Source: an optimization exercise on an open RTL-to-GDS flow (aim: small area, a short achievable clock period and few clock cycles). Production flows keep margins and buffers that such runs may drop. Function was checked by simulation only, so behaviour that the tests miss may differ from the original. Power and IR drop assume default switching activity.

### flow/design.v
module rv32i_pipe (
    input  logic        clk,
    input  logic        reset,
    output logic [31:0] imem_addr,
    input  logic [31:0] imem_rdata,
    output logic [31:0] dmem_addr,
    output logic [31:0] dmem_wdata,
    output logic [3:0]  dmem_byteen,
    output logic        dmem_we,
    input  logic [31:0] dmem_rdata
);
    localparam logic [6:0] OP_LUI    = 7'b0110111;
    localparam logic [6:0] OP_AUIPC  = 7'b0010111;
    localparam logic [6:0] OP_JAL    = 7'b1101111;
    localparam logic [6:0] OP_JALR   = 7'b1100111;
    localparam logic [6:0] OP_BRANCH = 7'b1100011;
    localparam logic [6:0] OP_LOAD   = 7'b0000011;
    localparam logic [6:0] OP_STORE  = 7'b0100011;
    localparam logic [6:0] OP_IMM    = 7'b0010011;
    localparam logic [6:0] OP_REG    = 7'b0110011;
    logic [31:0] pc_f;
    logic        id_v;
    logic        id_pred;
    logic [31:0] id_inst, id_pc;
    logic [31:0] ex_a, ex_b, ex_alt;
    logic [4:0]  ex_rd;
    logic        ex_wr, ex_load, ex_store, ex_br, ex_jalr, ex_pred, ex_kill;
    logic        ex_sub, ex_sadd, ex_sslt, ex_ssltu, ex_sxor, ex_sor, ex_sand,
                 ex_ssll, ex_ssr, ex_sra, ex_salt;
    logic [2:0]  ex_f3;
    logic [31:0] mem_res, mem_wdata;
    logic [3:0]  mem_be;
    logic        mem_we, mem_load, mem_wr;
    logic [2:0]  mem_f3;
    logic [4:0]  mem_rd;
    logic [31:1][31:0] rf;
    logic        redirect, stall;
    logic [31:0] redirect_pc;
    assign imem_addr = pc_f;
    logic        f_jal, f_btaken;
    logic [31:0] f_jtarget, f_btarget, pc_4f, f_next;
    assign f_jal     = imem_rdata[6:0] == OP_JAL;
    assign f_btaken  = imem_rdata[6:0] == OP_BRANCH && (imem_rdata[31] || imem_rdata[14:12] == 3'b001);
    assign f_jtarget = pc_f + {{12{imem_rdata[31]}}, imem_rdata[19:12], imem_rdata[20], imem_rdata[30:21], 1'b0};
    assign f_btarget = pc_f + {{20{imem_rdata[31]}}, imem_rdata[7], imem_rdata[30:25], imem_rdata[11:8], 1'b0};
    assign pc_4f     = pc_f + 32'd4;
    assign f_next    = f_jal ? f_jtarget : f_btaken ? f_btarget : pc_4f;
    always_ff @(posedge clk) begin
        if (reset)
            pc_f <= 32'd0;
        else if (redirect)
            pc_f <= redirect_pc;
        else if (!stall)
            pc_f <= f_next;
    end
    always_ff @(posedge clk) begin
        if (reset || redirect)
            id_v <= 1'b0;
        else if (!stall)
            id_v <= 1'b1;
    end
    always_ff @(posedge clk) begin
        if (!stall) begin
            id_inst <= imem_rdata;
            id_pc   <= pc_f;
            id_pred <= f_btaken;
        end
    end
    logic [6:0]  op;
    logic [4:0]  rs1, rs2, rd;
    logic [2:0]  f3;
    logic        d_lui, d_auipc, d_jal, d_jalr, d_br, d_load, d_store, d_imm, d_reg;
    logic        use1, use2, d_wr;
    logic [31:0] imm, pc_sum;
    assign op  = id_inst[6:0];
    assign rd  = id_inst[11:7];
    assign f3  = id_inst[14:12];
    assign rs1 = id_inst[19:15];
    assign rs2 = id_inst[24:20];
    assign d_lui   = op == OP_LUI;
    assign d_auipc = op == OP_AUIPC;
    assign d_jal   = op == OP_JAL;
    assign d_jalr  = op == OP_JALR;
    assign d_br    = op == OP_BRANCH;
    assign d_load  = op == OP_LOAD;
    assign d_store = op == OP_STORE;
    assign d_imm   = op == OP_IMM;
    assign d_reg   = op == OP_REG;
    assign use1 = d_jalr | d_br | d_load | d_store | d_imm | d_reg;
    assign use2 = d_br | d_store | d_reg;
    assign d_wr = (d_lui | d_auipc | d_jal | d_jalr | d_load | d_imm | d_reg) && rd != 5'd0;
    always_comb begin
        if (d_store)
            imm = {{20{id_inst[31]}}, id_inst[31:25], id_inst[11:7]};
        else if (d_br)
            imm = {{20{id_inst[31]}}, id_inst[7], id_inst[30:25], id_inst[11:8], 1'b0};
        else if (d_lui | d_auipc)
            imm = {id_inst[31:12], 12'b0};
        else
            imm = {{20{id_inst[31]}}, id_inst[31:20]};
    end
    assign pc_sum = id_pc + ((d_auipc | (d_br & ~id_pred)) ? imm : 32'd4);
    logic [31:0] r1, r2;
    always_comb begin
        r1 = 32'd0;
        r2 = 32'd0;
        for (int i = 1; i < 32; i++) begin
            r1 = r1 | ({32{rs1 == 5'(i)}} & rf[i]);
            r2 = r2 | ({32{rs2 == 5'(i)}} & rf[i]);
        end
    end
    assign stall = id_v && ex_load &&
                   ((use1 && rs1 == ex_rd) || (use2 && rs2 == ex_rd));
    logic go;
    assign go = id_v && !stall;
    logic        f1m, f1w, f2m, f2w;
    logic [31:0] ex_out, m_out, r1f, r2f;
    assign f1m = ex_wr && ex_rd == rs1;
    assign f1w = mem_wr && mem_rd == rs1;
    assign f2m = ex_wr && ex_rd == rs2;
    assign f2w = mem_wr && mem_rd == rs2;
    assign r1f = f1m ? ex_out : f1w ? m_out : r1;
    assign r2f = f2m ? ex_out : f2w ? m_out : r2;
    always_ff @(posedge clk) begin
        if (reset || !go) begin
            ex_wr    <= 1'b0;
            ex_load  <= 1'b0;
            ex_store <= 1'b0;
            ex_br    <= 1'b0;
            ex_jalr  <= 1'b0;
        end else begin
            ex_wr    <= d_wr;
            ex_load  <= d_load;
            ex_store <= d_store;
            ex_br    <= d_br;
            ex_jalr  <= d_jalr;
        end
    end
    always_ff @(posedge clk) begin
        if (reset)
            ex_kill <= 1'b0;
        else
            ex_kill <= redirect;
    end
    always_ff @(posedge clk) begin
        ex_a    <= r1f;
        ex_b    <= (d_br | d_reg) ? r2f : imm;
        ex_alt  <= d_store ? r2f : d_lui ? imm : pc_sum;
        ex_rd   <= rd;
        ex_pred <= id_pred;
        ex_f3   <= f3;
        ex_sub   <= d_br | (d_reg & (f3 == 3'd0) & id_inst[30]) |
                    ((d_reg | d_imm) & (f3 == 3'd2 || f3 == 3'd3));
        ex_sadd  <= ~((d_reg | d_imm) & (f3 != 3'd0));
        ex_sslt  <= (d_reg | d_imm) & (f3 == 3'd2);
        ex_ssltu <= (d_reg | d_imm) & (f3 == 3'd3);
        ex_sxor  <= (d_reg | d_imm) & (f3 == 3'd4);
        ex_sor   <= (d_reg | d_imm) & (f3 == 3'd6);
        ex_sand  <= (d_reg | d_imm) & (f3 == 3'd7);
        ex_ssll  <= (d_reg | d_imm) & (f3 == 3'd1);
        ex_ssr   <= (d_reg | d_imm) & (f3 == 3'd5);
        ex_sra   <= id_inst[30];
        ex_salt  <= d_lui | d_auipc | d_jal | d_jalr;
    end
    logic [31:0] a, b, sd;
    assign a  = ex_a;
    assign b  = ex_b;
    assign sd = ex_alt;
    logic [32:0] sum;
    logic        lt_u, lt_s, taken;
    assign sum  = {1'b0, a} + {1'b0, b ^ {32{ex_sub}}} + {32'd0, ex_sub};
    assign lt_u = ~sum[32];
    assign lt_s = (a[31] ^ b[31]) ? a[31] : sum[31];
    logic [31:0] sh_in, sh_out, sh_res;
    logic [32:0] sh_tmp;
    always_comb begin
        for (int i = 0; i < 32; i++) sh_in[i] = ex_ssll ? a[31 - i] : a[i];
        sh_tmp = $signed({ex_ssr & ex_sra & a[31], sh_in}) >>> b[4:0];
        sh_out = sh_tmp[31:0];
        for (int i = 0; i < 32; i++) sh_res[i] = ex_ssll ? sh_out[31 - i] : sh_out[i];
    end
    logic [31:0] res;
    assign res = ({32{ex_sadd}}  & sum[31:0]) |
                 ({32{ex_sslt}}  & {31'd0, lt_s}) |
                 ({32{ex_ssltu}} & {31'd0, lt_u}) |
                 ({32{ex_sxor}}  & (a ^ b)) |
                 ({32{ex_sor}}   & (a | b)) |
                 ({32{ex_sand}}  & (a & b)) |
                 ({32{ex_ssll | ex_ssr}} & sh_res);
    logic [31:0] dif;
    logic [30:0] hi30;
    logic        lt31, b_ltu, b_lts;
    assign dif = a ^ b;
    always_comb begin
        hi30[30] = 1'b0;
        for (int i = 29; i >= 0; i--) hi30[i] = hi30[i + 1] | dif[i + 1];
    end
    assign lt31  = |(b[30:0] & dif[30:0] & ~hi30);
    assign b_ltu = dif[31] ? b[31] : lt31;
    assign b_lts = dif[31] ? a[31] : lt31;
    always_comb begin
        case (ex_f3)
            3'd0, 3'd1: taken = ~|dif;
            3'd4, 3'd5: taken = b_lts;
            default:    taken = b_ltu;
        endcase
        taken = taken ^ ex_f3[0];
    end
    assign redirect    = ((ex_br && (taken != ex_pred)) || ex_jalr) && !ex_kill;
    assign redirect_pc = ex_jalr ? {sum[31:1], 1'b0} : ex_alt;
    logic [3:0] be;
    always_comb begin
        case (ex_f3[1:0])
            2'd0:    be = 4'b0001 << sum[1:0];
            2'd1:    be = sum[1] ? 4'b1100 : 4'b0011;
            default: be = 4'b1111;
        endcase
    end
    assign ex_out = ex_salt ? ex_alt : res;
    always_ff @(posedge clk) begin
        if (reset) begin
            mem_we   <= 1'b0;
            mem_wr   <= 1'b0;
            mem_load <= 1'b0;
        end else begin
            mem_we   <= ex_store && !ex_kill;
            mem_wr   <= ex_wr && !ex_kill;
            mem_load <= ex_load;
        end
    end
    always_ff @(posedge clk) begin
        mem_res   <= ex_out;
        mem_wdata <= (ex_f3[1:0] == 2'd0) ? {4{sd[7:0]}} :
                     (ex_f3[1:0] == 2'd1) ? {2{sd[15:0]}} : sd;
        mem_be    <= be;
        mem_f3    <= ex_f3;
        mem_rd    <= ex_rd;
    end
    assign dmem_addr   = mem_res;
    assign dmem_wdata  = mem_wdata;
    assign dmem_byteen = mem_be;
    assign dmem_we     = mem_we;
    logic [31:0] ld_sh, ld_val;
    assign ld_sh = dmem_rdata >> {mem_res[1:0], 3'b000};
    always_comb begin
        case (mem_f3[1:0])
            2'd0:    ld_val = {{24{~mem_f3[2] & ld_sh[7]}}, ld_sh[7:0]};
            2'd1:    ld_val = {{16{~mem_f3[2] & ld_sh[15]}}, ld_sh[15:0]};
            default: ld_val = ld_sh;
        endcase
    end
    assign m_out = mem_load ? ld_val : mem_res;
    always_ff @(posedge clk) begin
        for (int i = 1; i < 32; i++)
            if (mem_wr && mem_rd == 5'(i))
                rf[i] <= m_out;
    end
endmodule
### flow/flow/run.sh
#!/bin/bash
set -euo pipefail
bash standard.sh SETUP_SLACK_MARGIN=6 finish > standard.log 2>&1
### flow/standard.sh
#!/bin/bash
# synth_recipe.tcl (not shown) runs the flow's synth.tcl, then flattens the netlist and writes it again
# the make line also repeats each setting of config.mk as NAME=value (left out here)
make -C /OpenROAD-flow-scripts/flow DESIGN_CONFIG=/design/flow/config.mk WORK_HOME=/design/flow/orfs CLKGATE_MAP_FILE= SYNTH_SCRIPT=/design/flow/synth_recipe.tcl "${@:-finish}"
### flow/config.mk
export PLATFORM = sky130hd
export DESIGN_NAME = rv32i_pipe
export DESIGN_NICKNAME = rv32i_pipe
export VERILOG_FILES = /design/flow/design.v
export SDC_FILE = /design/flow/constraint.sdc
export NUM_CORES = 4
export LEC_CHECK = 0
export CAP_MARGIN = 20
export CORE_MARGIN = 2
export CORE_UTILIZATION = 55
export CTS_CLUSTER_DIAMETER = 100
export CTS_CLUSTER_SIZE = 20
export SETUP_SLACK_MARGIN = 5
export SLEW_MARGIN = 20
### flow/constraint.sdc
create_clock -name core_clock -period 10.0 [get_ports {clk}]
set_input_delay 2.0000 -clock core_clock [delete_from_list [all_inputs] [get_ports {clk}]]
set_output_delay 2.0000 -clock core_clock [all_outputs]
set_load 0.01 [all_outputs]
==> flow_summary.ini, run 1 <==
[critical_path]
crit_chain = buf_4 -> or3_1 -> nor2_4 -> buf_6 -> buf_4 -> a22oi_1 -> nand2_1 -> nor3_1 -> nand3_1 -> o21ai_0 -> or3_1 -> o221ai_1
critical_path.startpoint = id_inst[22]$_DFFE_PN_
end_kind = register
slowest_stage = edfxtp_1
cp_num_buf_inv = 3
setup.worst_path.start_class = register
r2r_start = id_inst[22]$_DFFE_PN_
slowest_delay_ps = 530
critPathMaxFanout = 14
cp_top_family = simple AND/OR/NAND/NOR gates
cp.arrival_ps = 4910
worstPathRequired_ps = 10640
setup.worst_path.class = register to register

[clock_tree]
cts.sinks = 1291
root_buffer = clkbuf_16
cts.reportedPaths.clkPinSlew_ps = 90
cts_buffers = 77
clk_latency_ps = 770
tritoncts = done
ctsHtreeMaxLevel = 3
ctsLongestPathBuffers = 3

[timing]
finalSetupViolations = 0
max_freq_ghz = 0.234
hold_viol = 0
clock_skew_ps = 60.2
post-route-min-period_ps = 4270
tns_ps = 0
slew_headroom_pct = 19.2
worst_pin_slew_ps = 1180
finalMaxSlewViolations = 0
fin_crit_sh_pct = 42.7
whs_ps = 359
rsz0062_at_grt = true

[logic_synthesis]
syn_inst = 5818
synth_area_mm2 = 0.0659
synth_common_cells = edfxtp_1, a22oi_1, nand2_1, nor2_1, clkbuf_1
synth.distinct_cells = 98
netlist_top_cells_area = edfxtp_1, a22oi_1, dfxtp_1
syn_nets = 6089
yosysMostFrequentCell = edfxtp_1
syn_avg_cell_area_um2 = 11.3
synth_warnings = 1
netlist.area_leader.share_pct = 48.2
synth-seq-cells = 1291
synthArstFlopShare_pct = 0
synth_top_area_cell = edfxtp_1
synth_edf_count = 1057
seq_area_frac_synth_pct = 55.3
synth_ff_type = edfxtp_1

[cells_and_area]
final_util_pct = 63.7
num-nets-final = 6283
area_growth_pct = 15.3
drive_gt1_share_pct = 16.6
fill_cells = 9295

[hold_path]
min_from = ex_f3[2]$_DFF_P_
hp-class = register to register

[pwr]
peakVddDrop_uv = 180
leakage_nw = 26.6
intPower_mw = 8.84
switchingPower_mw = 4.34
seqPwrFrac_pct = 51.1
power.share.switching_pct = 32.9
comb_power_share_pct = 23.3
powerDensity_mw_per_mm2 = 173
p_clk_share_pct = 25.6

[floorplan]
die_h_um = 350
ioPinCount = 167
rows = 127
dieArea_mm2 = 0.123
die_w_um = 350
core_mm2 = 0.119
start_util_pct = 55.2

[drt]
routed_wl_um = 340000
first_pass_iters = 14
vias = 62000
via_per_inst = 8.08
routedWlPerCell_um = 44.3
drc_errors = 0
drt-initial-drc-count = 14900
ant_nets = 0

[placement]
hpwl_um = 203000
port_buffers = 166
gp_congestion = 1.06

[grt]
grt_usage_pct = 53.8
grt_pass1_wl_um = 453000
grt_pass1_vias = 56100
antenna_found_initial = 17
grt_overflow = 0
grt_max_degree = 62

[flow_run]
cap_violations = 0

[run_status]
status = complete, no violations
-- worst paths after layout --
| path | endpoint | slack [ps] | depth (start not counted) |
|---|---|---|---|
| setup / recovery | ex_b[18]$_DFF_P_ | 5730 | 12 |
| hold / removal | mem_f3[2]$_DFF_P_ | 360 | 0 |
| setup reg to reg | ex_b[18]$_DFF_P_ | 5730 | 12 |
| hold reg to reg | mem_f3[2]$_DFF_P_ | 360 | 0 |
-- sequential cells by signal, indices dropped and copies added, names as in the netlist, 3 cells and up --
name,cells
ex_rd,5
id_inst,32
ex_a,32
rf,992
mem_res,32
mem_f3,3
mem_wdata,32
ex_alt,32
id_pc,32
ex_f3,3
ex_b,32
mem_be,4
pc_f,32
mem_rd,5
-- timing repair --
action | in CTS | in global routing
pin swaps | 68 | 102
endpoints found under the setup margin | 461 | 121
resized for setup | 261 | 255
hold buffers | 0 | 0
setup buffers | 82 | 56
gates cloned | 11 | 3
hold endpoints to repair | 0 | 0
-- layout by cell type, fill, tap and decap left out, types with 87 or more instances in the layout --
cell             synthesis  final
a21oi_1                254    203
a221oi_1                93     87
a22o_1                  89     89
a22oi_1                756    756
buf_4                    1    298
clkdlybuf4s50_1          0    136
dfxtp_1                234    195
edfxtp_1              1057   1057
ha_1                   201    165
inv_1                  139    133
nand2_1                448    437
nand3_1                190    181
nand4_1                109    109
nor2_1                 382    263
nor2_4                   0    109
o21ai_0                217    174
-- kinds of logic after synthesis --
logic type      synth area share [%]
mux                             3.63
compound gates                  21.5
buf+inv                         3.15
flops                           55.3
simple gates                    10.5
fa+ha+maj                       3.94
other cells                  0.00569
xor+xnor                        2.02
-- layout make-up --
cell class	instances	area (µm²)	area share, %
Inverter	144	562	0.739
Timing Repair inverter	2	10.0	0.0132
Tap cell	1612	2020	2.65
Sequential cell	1291	36500	48.0
Antenna cell	22	55.1	0.0724
Clock inverter	17	263	0.346
Clock buffer	91	1980	2.60
Multi-Input combinational cell	3995	30200	39.7
Timing Repair Buffer	501	4450	5.85
-- power groups by stage --
stage	registers [mW]	logic [mW]	clock network (mW)
floorplan	6.68	1.38	0
global placement	6.83	2.59	0
detailed placement	6.83	2.61	0
CTS	6.70	2.80	3.32
global route	6.72	3.13	3.49
finish	6.73	3.07	3.37
-- per-stage QoR --
| step | cell area (µm²) | cells | setup slack (ps) | power, mW |
|---|---|---|---|---|
| 5_1_grt | 75900 | 7653 | 5820 | 13.3 |
| 4_1_cts | 74500 | 7594 | 5930 | 12.8 |
| 3_5_place_dp | 70600 | 7393 | 4300 | 9.44 |
| 3_3_place_gp | 70600 | 7392 | 4250 | 9.42 |
| 6_report | 76000 | 7675 | 5730 | 13.2 |
| 2_1_floorplan | 66300 | 5818 | 5620 | 8.07 |
-- metal layers --
layer  wire, µm  global-route usage, %  vias to the layer above
li1           -                      -                    23300
met1     113000                   68.6                    29700
met2     129000                   69.8                     6967
met3      65200                   27.6                     1944
met4      32000                   37.4                       35
met5        566                   2.71                        -
Testbench counts, summed over its fixed seeds: cycles 59,499.
==> inputs of run 2 (changes only) <==
--- a/flow/design.v
+++ b/flow/design.v
@@ -21,7 +21,7 @@
     logic [31:0] pc_f;
     logic        id_v;
     logic        id_pred;
-    logic [31:0] id_inst, id_pc;
+    logic [31:0] id_inst, id_alt;
     logic [31:0] ex_a, ex_b, ex_alt;
     logic [4:0]  ex_rd;
     logic        ex_wr, ex_load, ex_store, ex_br, ex_jalr, ex_pred, ex_kill;
@@ -38,13 +38,16 @@
     logic [31:0] redirect_pc;
     assign imem_addr = pc_f;
     logic        f_jal, f_btaken;
-    logic [31:0] f_jtarget, f_btarget, pc_4f, f_next;
+    logic [31:0] f_jtarget, f_btarget, f_utarget, pc_4f, f_next, f_alt;
     assign f_jal     = imem_rdata[6:0] == OP_JAL;
     assign f_btaken  = imem_rdata[6:0] == OP_BRANCH && (imem_rdata[31] || imem_rdata[14:12] == 3'b001);
     assign f_jtarget = pc_f + {{12{imem_rdata[31]}}, imem_rdata[19:12], imem_rdata[20], imem_rdata[30:21], 1'b0};
     assign f_btarget = pc_f + {{20{imem_rdata[31]}}, imem_rdata[7], imem_rdata[30:25], imem_rdata[11:8], 1'b0};
     assign pc_4f     = pc_f + 32'd4;
     assign f_next    = f_jal ? f_jtarget : f_btaken ? f_btarget : pc_4f;
+    assign f_utarget = {pc_f[31:12] + imem_rdata[31:12], pc_f[11:0]};
+    assign f_alt     = (imem_rdata[6:0] == OP_AUIPC) ? f_utarget :
+                       (imem_rdata[6:0] == OP_BRANCH && !f_btaken) ? f_btarget : pc_4f;
     always_ff @(posedge clk) begin
         if (reset)
             pc_f <= 32'd0;
@@ -62,7 +65,7 @@
     always_ff @(posedge clk) begin
         if (!stall) begin
             id_inst <= imem_rdata;
-            id_pc   <= pc_f;
+            id_alt  <= f_alt;
             id_pred <= f_btaken;
         end
     end
@@ -71,7 +74,7 @@
     logic [2:0]  f3;
     logic        d_lui, d_auipc, d_jal, d_jalr, d_br, d_load, d_store, d_imm, d_reg;
     logic        use1, use2, d_wr;
-    logic [31:0] imm, pc_sum;
+    logic [31:0] imm;
     assign op  = id_inst[6:0];
     assign rd  = id_inst[11:7];
     assign f3  = id_inst[14:12];
@@ -99,7 +102,6 @@
         else
             imm = {{20{id_inst[31]}}, id_inst[31:20]};
     end
-    assign pc_sum = id_pc + ((d_auipc | (d_br & ~id_pred)) ? imm : 32'd4);
     logic [31:0] r1, r2;
     always_comb begin
         r1 = 32'd0;
@@ -145,7 +147,7 @@
     always_ff @(posedge clk) begin
         ex_a    <= r1f;
         ex_b    <= (d_br | d_reg) ? r2f : imm;
-        ex_alt  <= d_store ? r2f : d_lui ? imm : pc_sum;
+        ex_alt  <= d_store ? r2f : d_lui ? imm : id_alt;
         ex_rd   <= rd;
         ex_pred <= id_pred;
         ex_f3   <= f3;
==> flow_summary.ini, run 2 <==
[clock_tree]
cts_buffers = 77
ctsLongestPathBuffers = 3
ctsHtreeMaxLevel = 3
cts_hold_buf = 0
cts.sinks = 1291
cts.reportedPaths.clkPinSlew_ps = 100
root_buffer = clkbuf_16
clk_latency_ps = 760
tritoncts = done

[timing]
finalMaxSlewViolations = 0
setup_ws_ps = 5740
slew_headroom_pct = 13.0
fin_crit_sh_pct = 42.6
post-route-min-period_ps = 4260
tns_ps = 0
hold_viol = 0
max_freq_ghz = 0.235
finalSetupViolations = 0
worst_pin_slew_ps = 1290
clock_skew_ps = 49.1
whs_ps = 371
rsz0062_at_grt = true

[drt]
drt-initial-drc-count = 14800
routedWlPerCell_um = 44.1
routed_wl_um = 339000
wl_met2_um = 130000
ant_nets = 0
vias = 62300
wl_met1_um = 114000
via_per_inst = 8.10
first_pass_iters = 9
routed.top_layer = met5
drc_errors = 0
met3_length_um = 65800

[cells_and_area]
multi_input_area_mm2 = 0.0305
largest_reg_flops = 992
finalNonFillerCells = 7692
final_common_cell = edfxtp_1
top_register = rf
layout_common_cells = edfxtp_1, a22oi_1, nand2_1
design_area_mm2 = 0.0760
seqCellArea_mm2 = 0.0365
area_growth_pct = 14.0
fill_cells = 9532
num-nets-final = 6280
final_util_pct = 63.3
drive_gt1_share_pct = 15.1

[grt]
grt_pass1_vias = 56100
grt_pass1_wl_um = 453000
antenna_found_initial = 14
grt_usage_pct = 52.5
grt_overflow = 0
grt_max_degree = 73

[logic_synthesis]
synth_ff_type = edfxtp_1
syn_inst = 5902
synthArstFlopShare_pct = 0
synth_warnings = 1
synth_top_area_cell = edfxtp_1
netlist_top_cells_area = edfxtp_1, a22oi_1, dfxtp_1
yosysMostFrequentCell = edfxtp_1
synth-seq-cells = 1291
synth_edf_count = 1057
synth_area_mm2 = 0.0667
syn_nets = 6153
netlist.area_leader.share_pct = 47.6
seq_area_frac_synth_pct = 54.6
synth_common_cells = edfxtp_1, a22oi_1, nand2_1, clkbuf_1, nor2_1
synth.distinct_cells = 91
syn_avg_cell_area_um2 = 11.3

[pwr]
peakVddDrop_uv = 179
leakage_nw = 26.8
power.total_mw = 13.4
powerDensity_mw_per_mm2 = 176

[placement]
gp_congestion = 1.08
port_buffers = 166
place_ws_ps = 4140
hpwl_um = 203000
place_area_mm2 = 0.0713
dp_cells = 7456

[floorplan]
rows = 127
start_util_pct = 55.5
core_mm2 = 0.120
die_h_um = 352
dieArea_mm2 = 0.124
ioPinCount = 167
die_w_um = 352

[critical_path]
setup.worst_path.start_class = register
cp.arrival_ps = 4850
critPathMaxFanout = 26
end_kind = register
setup.worst_path.class = register to register
worstPathRequired_ps = 10590

[run_status]
status = complete, no violations

[flow_run]
cap_violations = 0

[hold_path]
hp-class = register to register
run 2: cell count changes in the layout (fill, tap and decap cells not counted), moves of 19 or more:
cell      change
nand2_1      +98
a22oi_1      +57
nand4_1      -45
and3_1       +40
buf_4        -40
a221oi_1     -37
a21oi_1      -32
a22o_1       -27
nor2_1       -25
ha_1         -23
nor4_1       +19
run 2: power breakdown:
part	leakage [nW]	switching (mW)	total, mW	internal (mW)
sequential	11.6	0.306	6.75	6.44
clock	1.08	1.92	3.40	1.48
combinational	14.1	2.22	3.27	1.05
total	26.8	4.45	13.4	8.97
run 2: cells by family after synthesis:
group / after synthesis / share of synthesized area, %
AO/OA/AOI/OAI: 1946 / 21.1
AND/OR/NAND/NOR: 1537 / 10.8
flip-flops: 1291 / 54.6
buffers and inverters: 561 / 3.30
multiplexers: 220 / 4.58
adder cells (fa/ha/maj): 185 / 3.52
XOR/XNOR: 162 / 2.13
run 2: layout make-up:
cell class / instances / area share [%]
Timing Repair Buffer: 458 / 5.45
Multi-Input combinational cell: 4056 / 40.2
Sequential cell: 1291 / 48.0
Clock buffer: 97 / 2.63
Inverter: 144 / 0.726
Antenna cell: 20 / 0.0658
Clock inverter: 13 / 0.332
Tap cell: 1612 / 2.65
Timing Repair inverter: 1 / 0.00987
run 2: worst paths after layout:
check / startpoint / to / slack, ps / cells past startpoint
worst max register to register: id_inst[22]$_DFFE_PN_ / ex_b[5]$_DFF_P_ / 5740 / 11
worst max-delay path: id_inst[22]$_DFFE_PN_ / ex_b[5]$_DFF_P_ / 5740 / 11
worst min-delay path: id_pred$_DFFE_PN_ / ex_pred$_DFF_P_ / 370 / 0
worst min register to register: id_pred$_DFFE_PN_ / ex_pred$_DFF_P_ / 370 / 0
run 2: timing repair:
action | CTS | global route
resized for setup | 226 | 176
setup buffers | 62 | 34
pin swaps | 46 | 52
cloned | 5 | 5
setup endpoints to repair | 510 | 125
run 2: worst max-delay path: stages, from the launching register on:
cell and delay, ps:
edfxtp_1 430, buf_12 170, or3b_2 630, nor2_4 420
buf_4 650, a222oi_1 180, nand3_1 130, nor2_1 60
nand3_1 410, o211ai_1 200, o21a_1 220, o21ai_0 400
run 2: layer usage:
layer	global-route usage [%]	up-vias
met5	0.654	-
met4	32.4	19
met3	25.5	1777
met2	69.4	7170
met1	68.4	29800
li1	-	23600
Testbench counts of run 2, summed over its fixed seeds: cycles 59,499.

## afterwards: timing with drivers on the ports
How much do the figures lean on ideal ports? The routed layouts below were timed once more, with nothing changed but the port constraints. Step 1 assumes that a clkbuf_16 drives the clock port and a buf_2 every other input. Step 2 also shifts input and output timing later by t, the mid clock arrival at the registers, as if the neighbouring blocks saw the same clock. a / b / c = ideal / step 1 / step 2; a / b = the first two.
| run | t, ns | slack for setup (ns) | slew at the worst register clock pin (ns) |
|---|---|---|---|
| run 1 | 0.819 | 5.725 / 5.725 / 5.095 | 0.10 / 0.10 |
| run 2 | 0.823 | 5.739 / 5.739 / 5.115 | 0.10 / 0.10 |
After both steps every run listed still meets setup and hold. For run 1, which loses most, drivers alone change the setup slack by 0.000 ns; drivers and shift together by -0.630 ns.
